What follows belongs to an exercise in optimizing a design on an open flow for small area, a short achievable clock period and few clock cycles; a production flow would make more cautious choices.
The RTL was checked by simulation tests, not by an equivalence proof against the original design.

Setup of job 1307:
## nnctrl
module nnctrl ( reset, clk, input_signal, in, category,
                ram_addr, ram_we, ram_wdata, ram_rdata, rom_addr, rom_rdata,
                done, ready, score0, score1 ) ;
	input 		reset, clk ;
	input		input_signal ;
	input[31:0] in ;
	output 		category ;
	output[10:0]	ram_addr ;
	output		ram_we ;
	output[31:0]	ram_wdata ;
	input[31:0]	ram_rdata ;
	output[16:0]	rom_addr ;
	input[31:0]	rom_rdata ;
	output reg	done ;
	output reg	ready ;
	output[31:0]	score0, score1 ;
	localparam INIT = 2'd0, IN = 2'd1, COMP = 2'd2, FIN = 2'd3 ;
	reg [1:0]	state ;
	reg [1:0]	icnt ;
	reg		isig_d ;
	reg		we ;
	reg		f0_en, f0_bias ;	 
	reg [2:1]	f_en ;
	reg [5:1]	f_bias ;
	reg [10:0]	addr_ram ;
	reg [16:0]	addr_rom ;
	reg [6:0]	m ;			 
	reg [15:0]	one_r, two_r, neg_r ;	 
	reg [14:0]	xe_r ;
	reg		sa_r ;
	reg [31:0]	wr ;
	reg [62:12]	sr, cr, tr ;	 
	reg		cl_r ;	 
	reg [31:0]	acc, res ;
	assign ram_addr = addr_ram ;
	assign ram_we = we ;
	assign ram_wdata = res ;
	assign rom_addr = addr_rom ;
	assign score0 = res ;
	assign score1 = acc ;
	wire		en = f_en[2] ;
	wire [32:0]	xb = { ram_rdata, 1'b0 } ;
	wire [15:0]	one_d, two_d, neg_d ;
	genvar j ;
	generate for ( j = 0 ; j < 16 ; j = j+1 ) begin : enc
		wire x1 = xb[2*j+2], x0 = xb[2*j+1], xm = xb[2*j] ;
		assign one_d[j] = en & ( x0 ^ xm ) ;
		assign two_d[j] = ( en & ( ( x1 & ~x0 & ~xm ) | ( ~x1 & x0 & xm ) ) ) | ( j == 15 && f_bias[2] ) ;
		assign neg_d[j] = en & x1 & ~( x0 & xm ) ;
	end endgenerate
	wire [62:12]	tsr, tcr, ttr ;
	wire		tcl ;
  ...
Size in the first run: roughly 3400 cells after synthesis, about 230 I/O pins, about 0.035 mm^2 of cells after synthesis.
Settings: LEC_CHECK=0, ABC_CLOCK_PERIOD_IN_PS=3000, CAP_MARGIN=20, CORE_MARGIN=2, CORE_UTILIZATION=55, SLEW_MARGIN=20; clock period 11.0 ns.
standard.sh (not shown) runs the stock make flow with config.mk's settings and CLKGATE_MAP_FILE= SYNTH_SCRIPT=/design/flow/synth_recipe.tcl, a recipe that flattens the netlist after the stock synthesis.
==> flow/flow/run.sh <==
#!/bin/bash
set -euo pipefail
W=$(pwd)
R=$W/orfs/results/$FLOW_PLATFORM/nnctrl/base
bash standard.sh synth > synth.log 2>&1
cp $R/1_2_yosys.v $W/synth_standard.v
python3 $W/flow/polarity.py $W/synth_standard.v $W/synth_polarity.v > polarity.log 2>&1
python3 $W/flow/fastfa.py $W/synth_polarity.v $R/1_2_yosys.v 2.8 '^\\?[sctu]r\[' > fastfa.log 2>&1
rm -f $R/1_synth.odb
bash standard.sh finish SETUP_SLACK_MARGIN=7.4 TNS_END_PERCENT=100 "BUFFER_PORTS_ARGS=-buffer_cell sky130_fd_sc_hd__buf_2" > layout.log 2>&1
Other scripts of this flow, unchanged in this note and not shown: flow/flow/fastfa.py, flow/flow/polarity.py
Job 1307 closes out successfully: all stages finished, all timing, DRC and antenna checks passed.
Testbench counts of job 1307, summed over its fixed seeds: cycles 1,215,690.
Setup changes, job 1307 to job 8436
Settings: an added CTS_BUF_LIST of sky130_fd_sc_hd__clkbuf_8; a change of CORE_UTILIZATION from 55 to 70; an added CTS_CLUSTER_SIZE of 20.
Notes after the runs:
- Measured against job 8436, the number of rows created at floorplan of job 1307 comes out at 1.12 times the reference value.
- Sort job 8436 and job 1307 by tap cell count, descending, and job 1307 comes first.
- Going from job 1307 to job 8436, via count increased 1007; die area fell by 21%.
- Relative to job 1307, highest fanout seen on the critical path increased by 1 in job 8436.
- Highest cell delay on the worst timing path for job 8436 is lower than for job 1307.
- Job 8436: share of cell area taken by flip-flops and latches is 0.29 points higher than what job 1307 reported.
- Cells: job 8436 has fewer instances than job 1307
- In job 8436 the routed wire length turned out 6600 um lower than in job 1307.
- The run with more setup slack is job 8436; job 1307 has less.
[inputs] job 908 vs job 8436
Settings: CORE_UTILIZATION now 62, was 70.
-- flow/flow/run.sh --
<<< job 8436, line 9
rm -f $R/1_synth.odb
bash standard.sh finish SETUP_SLACK_MARGIN=7.4 TNS_END_PERCENT=100 "BUFFER_PORTS_ARGS=-buffer_cell sky130_fd_sc_hd__buf_2" > layout.log 2>&1
>>> job 908, line 9
rm -f $R/1_synth.odb
bash standard.sh finish SETUP_SLACK_MARGIN=7.3 TNS_END_PERCENT=100 "BUFFER_PORTS_ARGS=-buffer_cell sky130_fd_sc_hd__buf_2" > layout.log 2>&1
Notes after the runs:
Taking job 8436 as the reference, in job 908 area used by multi-input combinational logic went down 0.30%; global-route usage went down 4.5 points; shortest period the worst path allows went up 0.0071 ns; placer's final routability congestion estimate went down 8.8%.
Number of hold-slack violations in the final timing report came out exactly the same in job 908 and job 8436.
[compare] base=job 8436 new=job 908: tap cell count picked up an extra 84, worst hold slack neither gained nor lost much, relative max-transition margin lost 4.8 points.
What job 7694 does differently from job 908 at the input level:
-- flow/flow/run.sh --
<<< job 908, line 9
rm -f $R/1_synth.odb
bash standard.sh finish SETUP_SLACK_MARGIN=7.3 TNS_END_PERCENT=100 "BUFFER_PORTS_ARGS=-buffer_cell sky130_fd_sc_hd__buf_2" > layout.log 2>&1
>>> job 7694, line 9
rm -f $R/1_synth.odb
bash standard.sh finish SETUP_SLACK_MARGIN=7.35 TNS_END_PERCENT=10 "BUFFER_PORTS_ARGS=-buffer_cell sky130_fd_sc_hd__buf_2" > layout.log 2>&1
==> notes.md <==
Job 7694 vs job 908, fraction of standard cell area in multi-input logic went up by 0.25 points.
[compare] base=job 908 new=job 7694: count of clock buffers in the final design picked up an extra 10; CTS buffer count has increased; peak clock frequency supported by timing now sits lower; area after detailed placement about even.
neg_r[11] as the source of the critical timing path was reported by job 908, and one_r[8] by job 7694.
Summary of job 7694 over job 908: post-route cell area decreased by 180 um^2 relative to the old numbers, setup slack decreased by 0.057 ns relative to the old numbers, post-CTS setup-driven buffer insertion count decreased by 1 relative to the old numbers, routed wire length decreased by 1.4% relative to the old numbers, total of plain and repair buffers excluding clock buffers decreased by about 4.4% relative to the old numbers.
Job 7694 ended up with cr[31] as its end of the critical path; job 908 ended up with cr[32].
Modified inputs, job 3124 compared to job 7694
-- flow/flow/run.sh --
<<< job 7694, line 9
rm -f $R/1_synth.odb
bash standard.sh finish SETUP_SLACK_MARGIN=7.35 TNS_END_PERCENT=10 "BUFFER_PORTS_ARGS=-buffer_cell sky130_fd_sc_hd__buf_2" > layout.log 2>&1
>>> job 3124, line 9
rm -f $R/1_synth.odb
bash standard.sh finish SETUP_SLACK_MARGIN=7.4 TNS_END_PERCENT=100 "BUFFER_PORTS_ARGS=-buffer_cell sky130_fd_sc_hd__buf_2" > layout.log 2>&1
Notes after the runs:
#### Input delta (job 9904 over job 3124)
Settings: CTS_CLUSTER_DIAMETER newly set to 60; CTS_CLUSTER_SIZE changed from 20 to 25.
[summary]
- Taking job 3124 as the reference point, the critical path depth of job 9904 rises by 4.
- After synthesis and placement, the instance count of job 9904 is below that of job 3124.

## port drivers added, routing unchanged
The results above use ideal ports. As a check the final layouts listed here were re-extracted and re-timed, cells and wires unchanged.
Step 1 (the two cells are an assumption about what drives the block):
set clk [get_ports {clk}]
set_driving_cell -lib_cell sky130_fd_sc_hd__clkbuf_16 $clk
set_driving_cell -lib_cell sky130_fd_sc_hd__buf_2 [delete_from_list [all_inputs] $clk]
Step 2 adds t to the input delays and takes it off the output delays; t is the mean of the earliest and latest rising clock arrival at the registers after step 1. Input paths then give back, and output paths get back, about the clock's delay inside the block.
Slacks: ideal ports / drivers / drivers and shift; pairs: ideal ports / drivers.
run | t (ns) | setup slack, ns | clock arrival spread, ns | worst register clock-pin slew, ns | worst slew at a driven data input, ns
job 1307 | 0.651 | 7.319 / 7.319 / 7.117 | 0.045 / 0.045 | 0.07 / 0.07 | 0.08
job 8436 | 0.736 | 7.345 / 7.345 / 7.127 | 0.050 / 0.050 | 0.08 / 0.08 | 0.08
job 908 | 0.734 | 7.338 / 7.338 / 7.135 | 0.035 / 0.036 | 0.07 / 0.07 | 0.09
job 7694 | 0.707 | 7.281 / 7.281 / 7.123 | 0.046 / 0.045 | 0.07 / 0.07 | 0.10
job 3124 | 0.738 | 7.398 / 7.398 / 7.132 | 0.045 / 0.045 | 0.07 / 0.07 | 0.09
job 9904 | 0.716 | 7.384 / 7.384 / 7.140 | 0.064 / 0.065 | 0.11 / 0.11 | 0.09
After both steps setup and hold are still met in every run listed. For job 3124, which loses most, drivers alone change the setup slack by 0.000 ns; drivers and shift together by -0.266 ns.
